Background: an optimization exercise with open tools, aiming at small area. Do not read the settings as production practice. Only simulation tests tie the RTL to the original design; equivalence was not proved.

==> design.v <==
module fft1_rca #(parameter N = 16) (
  input  [N-1:0] a,
  input  [N-1:0] b,
  input          ci,
  output [N-1:0] s
);
  wire [N:0] c;
  assign c[0] = ci;
  genvar i;
  generate
    for (i = 0; i < N; i = i + 1) begin : g_bit
      wire p = a[i] ^ b[i];
      assign s[i]   = p ^ c[i];
      assign c[i+1] = (a[i] & b[i]) | (p & c[i]);
    end
  endgenerate
endmodule
module fft1_sub17 (
  input  [15:0] u,
  input  [15:0] v,
  output [16:0] d
);
  fft1_rca #(17) add (.a({u[15], u}), .b(~{v[15], v}), .ci(1'b1), .s(d));
endmodule
module fft1_scale127 (
  input  [16:0] d,
  output [15:0] y
);
  fft1_rca #(16) add (.a(d[15:0]), .b(~{{6{d[16]}}, d[16:7]}), .ci(~|d[6:0]), .s(y));
endmodule
module fft1_bf_w0 (
  input  [15:0] ar, ai, br, bi,
  output [15:0] sr, si, dr_o, di_o
);
  wire [16:0] dr, di;
  fft1_rca #(16) add_r (.a(ar), .b(br), .ci(1'b0), .s(sr));
  fft1_rca #(16) add_i (.a(ai), .b(bi), .ci(1'b0), .s(si));
  fft1_sub17 sub_r (.u(ar), .v(br), .d(dr));
  fft1_sub17 sub_i (.u(ai), .v(bi), .d(di));
  fft1_scale127 sc_r (.d(dr), .y(dr_o));
  fft1_scale127 sc_i (.d(di), .y(di_o));
endmodule
module fft1_bf_w2 (
  input  [15:0] ar, ai, br, bi,
  output [15:0] sr, si, dr_o, di_o
);
  fft1_rca #(16) add_r (.a(ar), .b(br), .ci(1'b0), .s(sr));
  fft1_rca #(16) add_i (.a(ai), .b(bi), .ci(1'b0), .s(si));
  fft1_rca #(16) sub_r (.a(ai), .b(~bi), .ci(1'b1), .s(dr_o));
  fft1_rca #(16) sub_i (.a(br), .b(~ar), .ci(1'b1), .s(di_o));
endmodule
module fft1_bf_w1 (
  input  [15:0] ar, ai, br, bi,
  output [15:0] sr, si, dr_o, di_o
);
  wire [16:0] dr, di;
  wire [17:0] s, t;
  wire [21:0] s5, s45, x, t5, t45, y;
  fft1_rca #(16) add_r (.a(ar), .b(br), .ci(1'b0), .s(sr));
  fft1_rca #(16) add_i (.a(ai), .b(bi), .ci(1'b0), .s(si));
  fft1_sub17 sub_r (.u(ar), .v(br), .d(dr));
  fft1_sub17 sub_i (.u(ai), .v(bi), .d(di));
  fft1_rca #(18) add_s (.a({dr[16], dr}), .b({di[16], di}), .ci(1'b0), .s(s));
  fft1_rca #(18) add_t (.a({di[16], di}), .b(~{dr[16], dr}), .ci(1'b1), .s(t));
  fft1_rca #(22) m5s  (.a({{4{s[17]}}, s}), .b({{2{s[17]}}, s, 2'b00}), .ci(1'b0), .s(s5));
  fft1_rca #(22) m45s (.a(s5), .b({s5[18:0], 3'b000}), .ci(1'b0), .s(s45));
  fft1_rca #(22) ax   (.a(s45), .b({{5{di[16]}}, di}), .ci(1'b0), .s(x));
  fft1_rca #(22) m5t  (.a({{4{t[17]}}, t}), .b({{2{t[17]}}, t, 2'b00}), .ci(1'b0), .s(t5));
  fft1_rca #(22) m45t (.a(t5), .b({t5[18:0], 3'b000}), .ci(1'b0), .s(t45));
  fft1_rca #(22) ay   (.a(t45), .b(~{{5{dr[16]}}, dr}), .ci(1'b1), .s(y));
  assign dr_o = x[21:6];
  assign di_o = y[21:6];
endmodule
module fft1_bf_w3 (
  input  [15:0] ar, ai, br, bi,
  output [15:0] sr, si, dr_o, di_o
);
  wire [16:0] dr, di;
  wire [17:0] s, t;
  wire [20:0] t3, t23, s3, s23n;
  fft1_rca #(16) add_r (.a(ar), .b(br), .ci(1'b0), .s(sr));
  fft1_rca #(16) add_i (.a(ai), .b(bi), .ci(1'b0), .s(si));
  fft1_sub17 sub_r (.u(ar), .v(br), .d(dr));
  fft1_sub17 sub_i (.u(ai), .v(bi), .d(di));
  fft1_rca #(18) add_s (.a({dr[16], dr}), .b({di[16], di}), .ci(1'b0), .s(s));
  fft1_rca #(18) add_t (.a({di[16], di}), .b(~{dr[16], dr}), .ci(1'b1), .s(t));
  fft1_rca #(21) m3t  (.a({{3{t[17]}}, t}), .b({{2{t[17]}}, t, 1'b0}), .ci(1'b0), .s(t3));
  fft1_rca #(21) m23t (.a({t3[17:0], 3'b000}), .b(~{{3{t[17]}}, t}), .ci(1'b1), .s(t23));
  fft1_rca #(21) m3s  (.a({{3{s[17]}}, s}), .b({{2{s[17]}}, s, 1'b0}), .ci(1'b0), .s(s3));
  fft1_rca #(21) m23s (.a({{3{s[17]}}, s}), .b(~{s3[17:0], 3'b000}), .ci(1'b1), .s(s23n));
  assign dr_o = t23[20:5];
  assign di_o = s23n[20:5];
endmodule
module fft_1(reset, x_re0, x_re1, x_im0, x_im1, y_re0, y_re1, y_im0, y_im1, x_re2, x_re3, x_re4, x_re5, x_re6, x_re7, x_im2, x_im3, x_im4, x_im5, x_im6, x_im7, y_re2, y_re3, y_re4, y_re5, y_re6, y_re7,  y_im2, y_im3, y_im4, y_im5, y_im6, y_im7, clk);
  input signed [15:0] x_re0, x_re1, x_re2, x_re3, x_re4, x_re5, x_re6, x_re7;
  input signed [15:0] x_im0, x_im1, x_im2, x_im3, x_im4, x_im5, x_im6, x_im7;
  input reset;
  output wire signed [15:0] y_re0, y_re1, y_re2, y_re3, y_re4, y_re5, y_re6, y_re7;
  output wire signed [15:0] y_im0, y_im1, y_im2, y_im3, y_im4, y_im5, y_im6, y_im7;
  input clk;
  reg [15:0] temp_re [0:7];
  reg [15:0] temp_im [0:7];
  always @(posedge clk) begin
    if (reset) begin
      temp_re[0] <= x_re0; temp_re[1] <= x_re1; temp_re[2] <= x_re2; temp_re[3] <= x_re3;
      temp_re[4] <= x_re4; temp_re[5] <= x_re5; temp_re[6] <= x_re6; temp_re[7] <= x_re7;
      temp_im[0] <= x_im0; temp_im[1] <= x_im1; temp_im[2] <= x_im2; temp_im[3] <= x_im3;
      temp_im[4] <= x_im4; temp_im[5] <= x_im5; temp_im[6] <= x_im6; temp_im[7] <= x_im7;
    end
  end
  wire [15:0] ar [0:7];
  wire [15:0] ai [0:7];
  wire [15:0] br [0:7];
  wire [15:0] bi [0:7];
  fft1_bf_w0 B10 (.ar(temp_re[0]), .ai(temp_im[0]), .br(temp_re[4]), .bi(temp_im[4]),
                  .sr(ar[0]), .si(ai[0]), .dr_o(ar[4]), .di_o(ai[4]));
  fft1_bf_w1 B11 (.ar(temp_re[1]), .ai(temp_im[1]), .br(temp_re[5]), .bi(temp_im[5]),
                  .sr(ar[1]), .si(ai[1]), .dr_o(ar[5]), .di_o(ai[5]));
  fft1_bf_w2 B12 (.ar(temp_re[2]), .ai(temp_im[2]), .br(temp_re[6]), .bi(temp_im[6]),
                  .sr(ar[2]), .si(ai[2]), .dr_o(ar[6]), .di_o(ai[6]));
  fft1_bf_w3 B13 (.ar(temp_re[3]), .ai(temp_im[3]), .br(temp_re[7]), .bi(temp_im[7]),
                  .sr(ar[3]), .si(ai[3]), .dr_o(ar[7]), .di_o(ai[7]));
  fft1_bf_w0 B20 (.ar(ar[0]), .ai(ai[0]), .br(ar[2]), .bi(ai[2]),
                  .sr(br[0]), .si(bi[0]), .dr_o(br[2]), .di_o(bi[2]));
  fft1_bf_w2 B21 (.ar(ar[1]), .ai(ai[1]), .br(ar[3]), .bi(ai[3]),
                  .sr(br[1]), .si(bi[1]), .dr_o(br[3]), .di_o(bi[3]));
  fft1_bf_w0 B22 (.ar(ar[4]), .ai(ai[4]), .br(ar[6]), .bi(ai[6]),
                  .sr(br[4]), .si(bi[4]), .dr_o(br[6]), .di_o(bi[6]));
  fft1_bf_w2 B23 (.ar(ar[5]), .ai(ai[5]), .br(ar[7]), .bi(ai[7]),
                  .sr(br[5]), .si(bi[5]), .dr_o(br[7]), .di_o(bi[7]));
  fft1_bf_w0 B30 (.ar(br[0]), .ai(bi[0]), .br(br[1]), .bi(bi[1]),
                  .sr(y_re0), .si(y_im0), .dr_o(y_re4), .di_o(y_im4));
  fft1_bf_w0 B31 (.ar(br[2]), .ai(bi[2]), .br(br[3]), .bi(bi[3]),
                  .sr(y_re2), .si(y_im2), .dr_o(y_re6), .di_o(y_im6));
  fft1_bf_w0 B32 (.ar(br[4]), .ai(bi[4]), .br(br[5]), .bi(bi[5]),
                  .sr(y_re1), .si(y_im1), .dr_o(y_re5), .di_o(y_im5));
  fft1_bf_w0 B33 (.ar(br[6]), .ai(bi[6]), .br(br[7]), .bi(bi[7]),
                  .sr(y_re3), .si(y_im3), .dr_o(y_re7), .di_o(y_im7));
endmodule
==> run.sh <==
#!/bin/bash
# synth_recipe.tcl (not shown) runs the flow's synth.tcl, then flattens the netlist and writes it again
# the make line also repeats each setting of config.mk as NAME=value (left out here)
make -C /OpenROAD-flow-scripts/flow DESIGN_CONFIG=/design/flow/config.mk WORK_HOME=/design/flow/orfs CLKGATE_MAP_FILE= SYNTH_SCRIPT=/design/flow/synth_recipe.tcl finish
==> config.mk <==
export PLATFORM = sky130hd
export DESIGN_NAME = fft_1
export DESIGN_NICKNAME = fft_1
export VERILOG_FILES = /design/flow/design.v
export SDC_FILE = /design/flow/constraint.sdc
export NUM_CORES = 4
export LEC_CHECK = 0
export CAP_MARGIN = 20
export CORE_MARGIN = 2
export CORE_UTILIZATION = 45
export PLACE_DENSITY = 0.6
export SLEW_MARGIN = 20
==> constraint.sdc <==
create_clock -name core_clock -period 25.0 [get_ports {clk}]
set_input_delay 5.0000 -clock core_clock [delete_from_list [all_inputs] [get_ports {clk}]]
set_output_delay 5.0000 -clock core_clock [all_outputs]
set_load 0.01 [all_outputs]
==> run summary <==
state kept, by name (all words and copies together) (netlist names):
name and count:
temp_im 128, temp_re 128
path summary, 6_finish.rpt:
check	start	end	slack, ns	depth (start not counted)
hold / removal	reset	temp_im[4][0]	4.90	1
setup / recovery	temp_im[4][0]	y_im7[15]	1.38	54
area by class of cell:
cell class	instances	area, um2	share of cell area
Clock inverter	24	268	0.00609
Sequential cell	256	7690	0.175
Inverter	1131	4250	0.0965
Clock buffer	34	787	0.0179
Multi-Input combinational cell	1334	24500	0.558
Tap cell	1060	1330	0.0301
Timing Repair Buffer	515	5150	0.117
synthesized netlist by cell type:
| library cell | count |
|---|---|
| nand4_1 | 8 |
| nand2b_1 | 1 |
| nor3_1 | 1 |
| xnor2_2 | 1 |
| a31oi_1 | 1 |
| ha_1 | 91 |
| o21ai_1 | 1 |
| nor4_1 | 13 |
| a21oi_1 | 4 |
| a21o_1 | 3 |
| fa_1 | 1120 |
| edfxtp_1 | 256 |
| inv_1 | 1130 |
| nand4b_1 | 1 |
| o21ai_0 | 2 |
| and4_1 | 1 |
| xnor2_1 | 60 |
| xor2_1 | 15 |
| nor2b_1 | 1 |
| inv_2 | 1 |
| nand2_1 | 4 |
| or4_1 | 4 |
| buf_4 | 8 |
| xor2_2 | 1 |
| o21bai_1 | 1 |
logic make-up after synthesis:
logic type / Yosys count
flip-flops: 256
buffers and inverters: 1139
XOR/XNOR: 77
adder cells (fa/ha/maj): 1211
AO/OA/AOI/OAI: 12
AND/OR/NAND/NOR: 34
metal layers:
layer | GRT usage | vias to the layer above | routed length [um]
met4 | 0.0981 | 2 | 4890
met5 | 0 | - | 7
met1 | 0.369 | 11200 | 43200
met2 | 0.466 | 718 | 54800
met3 | 0.0633 | 148 | 8450
li1 | - | 8552 | -
placed cells by master (no fill, tap or decap), drive strengths merged, types with 4 or more instances in the layout:
master,netlist,layout
xnor2,61,61
nor4,13,13
edfxtp,256,256
clkdlybuf4s50,0,512
ha,91,91
bufinv,0,4
nand2,4,4
clkbuf,0,34
clkinv,0,12
fa,1120,1120
or4,4,4
xor2,16,16
inv,1131,1137
a21oi,4,4
nand4,8,8
per-stage QoR:
stage	area [um2]
floorplan	36500
global placement	42900
global route	44000
CTS	44000
finish	44000
detailed placement	42900
==> run_results.csv <==
group,metric,value,unit
status,status,"timing/DRC/antenna clean",
timing,fmax,42.3,MHz
global_routing,grt_pass1_wl,162000,um
die,fp.dieH,289,um
detailed_routing,vias,20600,
setup_path,required,20.00,ns
cts,clkSlewWorstSetupHoldPaths,0.07,ns
cts,cts.sinks,256,
final_layout,area_growth,20.5,%
placed_design,post-place-ws,1.96,ns
timing,hold_slack,4.90,ns
synth,synthAdderAreaFrac,0.645,
timing,finalWorstSetupSlack,1.38,ns
cts,htreeDepth,1,
synth,synth_top_area_frac,0.614,
cts,cts_root_buf,"clkbuf_16",
timing,period_minus_slack,23.62,ns
setup_path,crit_path_start_kind,"flop",
final_layout,stdcell_count,4354,
timing,setup_viol,0,
cts,cts_buffers,31,
global_routing,grt_usage,0.281,
cts,postCtsResizedCells,0,
timing,rsz0062_at_grt,"false",
setup_path,arrival,18.62,ns
final_layout,fin_util,0.547,
final_layout,fin_nets,4738,
synth,synth_top_family_by_area,"adder cells",
setup_path,crit_path_top_delay_cell,"fa_1",
synth,synth_seq_cells,256,
global_routing,grt_pass1_vias,24600,
synth,syn-num-nets,4198,
global_routing,overflow,0,
run,maxCapViolCount,0,
synth,netlist_area,36500,um2
timing,timing.slew.headroom,0.288,
synth,synth.area.mux_share,0,
timing,final_max_slew_viol_count,0,
setup_path,crit_path_end_kind,"output port",
synth,synth_top_cell_by_area,"fa_1",
cts,cts_hold_buf,0,
synth,ys_types,25,
setup_path,slowest_delay,0.62,ns
cts,clk_path_buf_depth,3,
die,fp.coreArea,80400,um2
timing,hold_viol,0,
worst_hold_path,hp-class,"input port to flop",
placed_design,dp.cells,4296,
detailed_routing,drtPass1Iterations,7,
synth,yosysSeqAreaShare,0.210,
die,rows,104,
placed_design,dp_hpwl,105000,um
die,start_util,0.454,
setup_path,critical_path_class,"flop to output port",
synth,synthCells,2729,
timing,tns,0,ns
die,die_w,289,um
final_layout,antenna_cells,0,
global_routing,antenna_found_initial,2,
die,io_pins,514,
detailed_routing,final_antenna_net_count,0,
setup_path,crit_buf_inv,11,
setup_path,path_common_cell,"fa_1",
cts,cts_tree,"built",
final_layout,fillCellCount,6841,
detailed_routing,wl,111000,um
setup_path,crit_fanout,2,
detailed_routing,drtIter0Drc,1133,
setup_path,crit_family,"adder cells",
placed_design,port_buffers,513,
global_routing,grt_max_degree,100,
cts,cts_setup_buffers,0,
detailed_routing,drc,0,
synth,synth-warning-count,5,
synth,synth_area_per_cell,13.4,um2
synth,synth-compound-area-share,0.00195,
synth,synth_xor_area_frac,0.0189,
die,die_area,83500,um2
detailed_routing,wl_per_cell,25.6,um
placed_design,gp_congestion,0.955,
timing,worst_pin_slew,1.07,ns
synth,synth-simple-area-share,0.00579,
detailed_routing,avgViaCountPerCell,4.73,
synth,synth.top_cells.by_area,"fa_1 61%, edfxtp_1 21%, inv_1 12%",
timing,fin_crit_sh,0.945,
final_layout,drive_gt1_frac,0.0173,

afterwards: timing with drivers on the ports:
No port has a modelled driver above. Below, the same layout with a new extraction and two added sets of constraints. Step 1 assumes that a clkbuf_16 drives the clock port and a buf_2 every other input. Step 2, shift: input delay + t, output delay - t, t = (earliest + latest rising clock arrival at the registers) / 2. This alone moves slack from input paths to output paths. a / b / c = no drivers / after step 1 / after step 2; a / b = the first two.
t (ns): 0.663
slack for setup (ns): 1.376 / 1.314 / 1.977
worst setup path after step 2: register to output
latest minus earliest clock arrival (ns): 0.021 / 0.021
slew at the worst register clock pin (ns): 0.07 / 0.07
After both steps setup and hold are still met in this run. For this run, drivers alone change the setup slack by -0.062 ns; drivers and shift together by +0.601 ns.
